Background: an optimization exercise with open tools, aiming at small area, a short achievable clock period and few clock cycles per item. Do not read the settings as production practice.
Function was checked by simulation only, so behaviour that the tests miss may differ from the original.

<file path="flow/design.v">
module fir #(
    parameter TAPS = 32,
    parameter DECIMATION = 8,
    parameter DATA_SIZE = 32,
    parameter [TAPS*DATA_SIZE-1:0] GLOBAL_COEFF = '0,
    parameter UNROLL = 16
) (
    input   logic clock,
    input   logic reset,
    input   logic [DATA_SIZE-1:0] x_in,   
    output   logic x_rd_en,
    input  logic x_empty,
    output  logic y_wr_en,
    input   logic y_out_full,
    output  logic [DATA_SIZE-1:0] y_out 
);
typedef enum logic[2:0] {
    INIT, 
    COMPUTE, 
    WRITE
} state_t;
state_t state, next_state;
logic [0:TAPS-1] [DATA_SIZE-1:0] shift_reg;
logic [0:TAPS-1][DATA_SIZE-1:0] shift_reg_c;
logic [$clog2(DECIMATION)-1:0] decimation_counter, decimation_counter_c;
logic [$clog2(TAPS)-1:0] taps_counter, taps_counter_c;
logic [0:UNROLL-1][DATA_SIZE-1:0] tap_value, tap_value_c;
logic signed [0:UNROLL-1][DATA_SIZE-1:0] product, product_c;
logic [0:UNROLL-1][DATA_SIZE-1:0] y_sum, y_sum_c; 
logic last_cycle, last_cycle_c;
logic [$clog2(TAPS)-1:0] coefficient_counter, coefficient_counter_c;
logic [DATA_SIZE-1:0] total_sum;
logic [0:TAPS-1][DATA_SIZE-1:0] coeff;
assign coeff = GLOBAL_COEFF;
function logic signed [DATA_SIZE-1:0] DEQUANTIZE(logic signed [DATA_SIZE-1:0] val);
    if (val < 0) begin
        DEQUANTIZE = DATA_SIZE'(-(-val >>> 10));
    end else begin
        DEQUANTIZE = DATA_SIZE'(val >>> 10);
    end
endfunction
always_ff @(posedge clock or posedge reset) begin
    if (reset == 1'b1) begin
        state <= INIT;       
        product <= '0;
        last_cycle <= '0;
        coefficient_counter <= '0;
        taps_counter <= '0;        
        decimation_counter <= '0;       
        y_sum <= '0;
        tap_value <= '0;
        shift_reg <= '0;
    end else begin
        taps_counter <= taps_counter_c;
        coefficient_counter <= coefficient_counter_c;
        shift_reg <= shift_reg_c;
        state <= next_state;  
        y_sum <= y_sum_c;
        tap_value <= tap_value_c;
        product <= product_c;
        last_cycle <= last_cycle_c;        
        decimation_counter <= decimation_counter_c;
    end
end
always_comb begin
    next_state = state;
    x_rd_en = 1'b0;
    y_wr_en = 1'b0;
    decimation_counter_c = decimation_counter;
    shift_reg_c = shift_reg;
    taps_counter_c = taps_counter;
    y_sum_c = y_sum;
    tap_value_c = tap_value;
    product_c = product;
    last_cycle_c = last_cycle;
    coefficient_counter_c = coefficient_counter;
    total_sum = '0;
    y_out = '0;
    case(state)
        INIT: begin
            if (x_empty == 1'b0) begin
                x_rd_en = 1'b1;
                shift_reg_c[1:TAPS-1] = shift_reg[0:TAPS-2];
                shift_reg_c[0] = x_in;
                decimation_counter_c = decimation_counter + 1'b1;
                if (decimation_counter == DECIMATION - 1) begin
                    next_state = COMPUTE;
                    for (int i = 0; i < UNROLL; i++) begin
                        tap_value_c[i] = shift_reg_c[i];
                    end  
                    taps_counter_c = taps_counter + UNROLL;
                end else begin
                    next_state = INIT;
                end
            end
        end
        COMPUTE: begin
            if (last_cycle == 1'b0) begin
                for (int i = 0; i < UNROLL; i++) begin 
                    product_c[i] = $signed(tap_value[i]) * $signed(coeff[TAPS-coefficient_counter-i-1]);
                end
                if (taps_counter != UNROLL) begin
                    for (int i = 0; i < UNROLL; i++) begin
                        y_sum_c[i] = $signed(y_sum[i]) + DEQUANTIZE(product[i]);
                    end
                end
                taps_counter_c = taps_counter + UNROLL;
                coefficient_counter_c = coefficient_counter + UNROLL;
                for (int i = 0; i < UNROLL; i++)
                    tap_value_c[i] = shift_reg[taps_counter+i];
                if (taps_counter == 0) begin
                    last_cycle_c = 1'b1;
                end
            end else begin
                for (int i = 0; i < UNROLL; i++) begin
                    y_sum_c[i] = $signed(y_sum[i]) + DEQUANTIZE(product[i]);
                end  
                last_cycle_c = 1'b0;
                next_state = WRITE;
            end            
        end
        WRITE: begin
            if (y_out_full == 1'b0) begin
                y_wr_en = 1'b1;
                total_sum = '0;
                for (int i = 0; i < UNROLL; i++) begin
                    total_sum = $signed(total_sum) + $signed(y_sum[i]);
                end
                y_out = total_sum;
                taps_counter_c = '0;
                coefficient_counter_c = '0;
                decimation_counter_c = '0;
                y_sum_c = '0;
                next_state = INIT;
            end
        end
        default: begin
            next_state = INIT;
            x_rd_en = 1'bx;
            y_wr_en = 1'bx;
            y_out = 'x;
            decimation_counter_c = 'x;
            taps_counter_c = 'x;
            y_sum_c = 'x;
            shift_reg_c = 'x;
            product_c = 'x;
            last_cycle_c = 'x;
            coefficient_counter_c = 'x;
            tap_value_c = 'x;
        end
    endcase
end
endmodule
module fm_lpr_fir (
    input  logic        clock,
    input  logic        reset,
    input  logic [31:0] x_in,
    output logic        x_rd_en,
    input  logic        x_empty,
    output logic [31:0] y_out,
    input  logic        y_out_full,
    output logic        y_wr_en
);
localparam AUDIO_LPR_COEFF_TAPS = 32;
localparam [AUDIO_LPR_COEFF_TAPS*32-1:0] AUDIO_LPR_COEFFS = {
    32'hfffffffd, 32'hfffffffa, 32'hfffffff4, 32'hffffffed, 32'hffffffe5, 32'hffffffdf, 32'hffffffe2, 32'hfffffff3,
    32'h00000015, 32'h0000004e, 32'h0000009b, 32'h000000f9, 32'h0000015d, 32'h000001be, 32'h0000020e, 32'h00000243,
    32'h00000243, 32'h0000020e, 32'h000001be, 32'h0000015d, 32'h000000f9, 32'h0000009b, 32'h0000004e, 32'h00000015,
    32'hfffffff3, 32'hffffffe2, 32'hffffffdf, 32'hffffffe5, 32'hffffffed, 32'hfffffff4, 32'hfffffffa, 32'hfffffffd
};
fir #(
    .TAPS(AUDIO_LPR_COEFF_TAPS),
    .DECIMATION(8),
    .DATA_SIZE(32),
    .GLOBAL_COEFF(AUDIO_LPR_COEFFS),
    .UNROLL(4)
) fir_lpr_inst (
    .clock(clock),
    .reset(reset),
    .x_in(x_in),
    .x_rd_en(x_rd_en),
    .x_empty(x_empty),
    .y_out(y_out),
    .y_out_full(y_out_full),
    .y_wr_en(y_wr_en)
);
endmodule
</file>
<file path="flow/run.sh">
#!/bin/bash
# synth_recipe.tcl (not shown) runs the flow's synth.tcl, then flattens the netlist and writes it again
# the make line also repeats each setting of config.mk as NAME=value (left out here)
make -C /OpenROAD-flow-scripts/flow DESIGN_CONFIG=/design/flow/config.mk WORK_HOME=/design/flow/orfs CLKGATE_MAP_FILE= SYNTH_SCRIPT=/design/flow/synth_recipe.tcl finish
</file>
<file path="flow/config.mk">
export PLATFORM = sky130hd
export DESIGN_NAME = fm_lpr_fir
export DESIGN_NICKNAME = fm_lpr_fir
export VERILOG_FILES = /design/flow/design.v
export SDC_FILE = /design/flow/constraint.sdc
export NUM_CORES = 4
export LEC_CHECK = 0
export CAP_MARGIN = 20
export CORE_MARGIN = 2
export CORE_UTILIZATION = 40
export SLEW_MARGIN = 20
</file>
<file path="flow/constraint.sdc">
create_clock -name core_clock -period 12.0 [get_ports {clock}]
set_input_delay 2.4000 -clock core_clock [delete_from_list [all_inputs] [get_ports {clock}]]
set_output_delay 2.4000 -clock core_clock [all_outputs]
set_load 0.01 [all_outputs]
</file>
==> metrics.md <==
| Metric | Value |
|---|---|
| First-pass GRT wire length | 541800 um |
| Syn Nets | roughly 16000 |
| Post-DP HPWL | around 260000 um |
| Slowest CP cell | nor3_1 |
| Initial DRC Count | about 6800 |
| Worst hold path type | flip-flop to flip-flop |
| Flop2flop setup slack | between 600 and 700 ps |
| Delay-heaviest family, CP | adder cells |
| Share of cells above drive strength 1 | approximately 5.3% |
| Post-CTS Setup Bufs | 0 |
| Final Cycle Share | between 90% and 100% |
| FMAX | around 90 MHz |
| Reg clk slew, reported paths | ~60 ps |
| Run status | finished clean |
| Drt pass-1 iters | 6 |
| TritonCTS clock tree | done |
| Finish-stage setup viols | 0 |
| CP Max Fanout | 21 |
| Yosys warning total | 1 |
| Setup tns final | 0 ps |
| Worst Tran Pin Value | roughly 1200 ps |
| Worst path depth | 33 |
| Layout fillers | 30840 |
| R2r worst-path depth | 33 |
| All-Layer GR Usage | about a fifth |
| Hold Vio Cnt, Final | 0 |
| Die ar. | around 320000 um^2 |
| Sequential share of the synthesized area | between 20% and 30% |
| Hold depth | 2 |
| Tmin final | roughly 11000 ps |
| Residual DRC | 0 |
| Post-DR wirelength/cell | 18.54 um |
| Post-synth EDFFs | 0 |
| Top-area cell type share of the netlist area | approximately 28% |
| GPL Wtd Cong | ~0.94 |
| Final Core Density | between 40% and 50% |
| Std cell rows | around 210 |
| Final #Nets | between 15000 and 20000 |
| Post-synth ARST share | 100.0% |
| CP dominant cell by count | fa_1 |
| Max-Cap Viols | 0 |
| Syn_area_per_cell | about 9 um^2 |
| Grt ovf | 0 |
| # IOs | 70 |
| Synth top cells by count | nand2_1, inv_1, fa_1 |
| Synth cell types | about 90 |
| Post-route ant nets | 0 |
| Main synth FF type | dfrtp_1 |
| CTS Sinks | 1420 |
| Startpoint types | flip-flop |
| CORE AREA | about 320000 um^2 |
| Drt total wl | 336700 um |
| Via density | a little over 5 |
| Clock skew | 69.34 ps |
| CP peak stage delay | ~830 ps |
| Die width | roughly 570 um |
| Vias in the first global route | around 94000 |
| Area grow syn2layout | 8.164% |
| Synth area leader | dfrtp_1 |
| Largest net degree at the start of global routing | 207 |
| Worst path bufs/invs | 8 |
| Vias | just over 90000 |
| Count leader, synth | nand2_1 |
| Max-slew headroom | between 10% and 20% |
| Critical Path End Type | flip-flop |
| Synth Instances | roughly 14000 |
| Critical path arrival | 12040 ps |
| Critical path required time | between 10000 and 15000 ps |
| Register bit total from synthesis | 1420 |
| RSZ-0062 raised after global routing | false |
| Port Buf Inserts | around 70 |
| Max reg flops | 1024 |
| Clk buf depth | 4 |
| Hold_buf cts | 0 |
| Final Max Slew Viols | 0 |
| Post-Syn Area | about 130000 um^2 |
| Post_cts resized | 0 |
| Clk root buf | clkbuf_16 |
| CTS buffer count | between 150 and 200 |
| Initial core utilization | 40.10% |
| Antenna violations before repair | 21 |
| Worst-Skew Late Latency | 860 ps |
| Top post-synthesis cells by area | dfrtp_1, fa_1, nand2_1 |
| H-tree lvl count | 4 |
| WS Path Type | flip-flop to flip-flop |
| DIE HEIGHT | around 570 um |
-- worst paths after layout --
| kind | endpoint | start |
|---|---|---|
| worst max-delay path | fir_lpr_inst.product[126] | fir_lpr_inst.coefficient_counter[2] |
| worst max register to register | fir_lpr_inst.product[126] | fir_lpr_inst.coefficient_counter[2] |
| worst min-delay path | fir_lpr_inst.shift_reg[243] | fir_lpr_inst.shift_reg[275] |
| max in group asynchronous | fir_lpr_inst.tap_value[93] | reset |
| worst min register to register | fir_lpr_inst.shift_reg[243] | fir_lpr_inst.shift_reg[275] |
| min in group asynchronous | fir_lpr_inst.shift_reg[869] | reset |
-- cell type report --
class / count / area, um^2 / area share, %
Clock buffer: 236 / 4840 / 3.517
Clock inverter: 63 / 775.7 / 0.5637
Tap cell: 4180 / 5230 / 3.801
Inverter: 1850 / 6958 / 5.056
Sequential cell: 1420 / 35550 / 25.83
Multi-Input combinational cell: 10190 / 82260 / 59.78
Antenna cell: 19 / 47.55 / 0.03455
Timing Repair Buffer: 204 / 1954 / 1.420
-- cells in the final DEF (no fill, tap or decap), types with 239 or more instances in the layout --
cell	instances
fa_1	1489
ha_1	749
inv_1	1845
dfrtp_1	1417
a21oi_1	466
and2_1	429
xnor2_1	351
mux4_2	256
o21ai_0	465
nor2_1	239
nand2_1	4539
-- stage by stage --
step                hold WS [ps]  instances  setup slack, ps  cell area [um^2]
finish                     456.7      18160            696.4            137600
detailed placement         457.5      17840            823.8            131900
CTS                        456.1      18140            838.0            137600
floorplan                  439.7      14160           -10050            127200
global route               483.2      18160            26.81            137600
global placement           453.3      17840            976.5            131900
-- logic make-up (layout without fill, tap and decap cells) --
group                    Yosys count  count (layout)  share of synthesized area, %
AND/OR/NAND/NOR                 5750            5750                         18.81
buffers and inverters           2552            2353                         7.545
adder cells (fa/ha/maj)         2239            2239                         30.80
flip-flops                      1420            1420                         27.93
AO/OA/AOI/OAI                   1392            1392                         6.506
XOR/XNOR                         517             517                         3.614
multiplexers                     288             288                         4.791
other                              0              19                             0
-- tightest hold or removal path: stages, from the launching register on --
cell     delay (ps)
dfrtp_1         360
nand2_1          60
nand2_1          50
-- per-layer routing --
layer	part of all wire [%]	up-vias	routed length, um	GRT usage [%]
met2	46	1985	154200	33.53
met5	0.020	-	68	0
met4	3.1	10	10480	6.100
met1	46	46430	155300	30.17
met3	5.0	428	16700	2.568
li1	-	43510	-	-
Testbench counts, summed over its fixed seeds: cycles 73,728, items 4,096.

-- re-timing with driven ports --
No port has a modelled driver above. Below, the same layout with a new extraction and two added sets of constraints.
Step 1, drivers: a clkbuf_16 drives clock and a buf_2 each remaining input, both assumed.
Step 2 also shifts input and output timing later by t, the mid clock arrival at the registers, as if the neighbouring blocks saw the same clock.
Three values: ideal, step 1, step 2; two values: the first two.
t, ns: 0.924
setup WS [ns]: 0.696 / 0.696 / 0.696
worst slew at a driven data input, ns: 0.08
After both steps this run still meets setup and hold. The setup slack of this run moves by 0.000 ns with the drivers and by 0.000 ns with both steps.
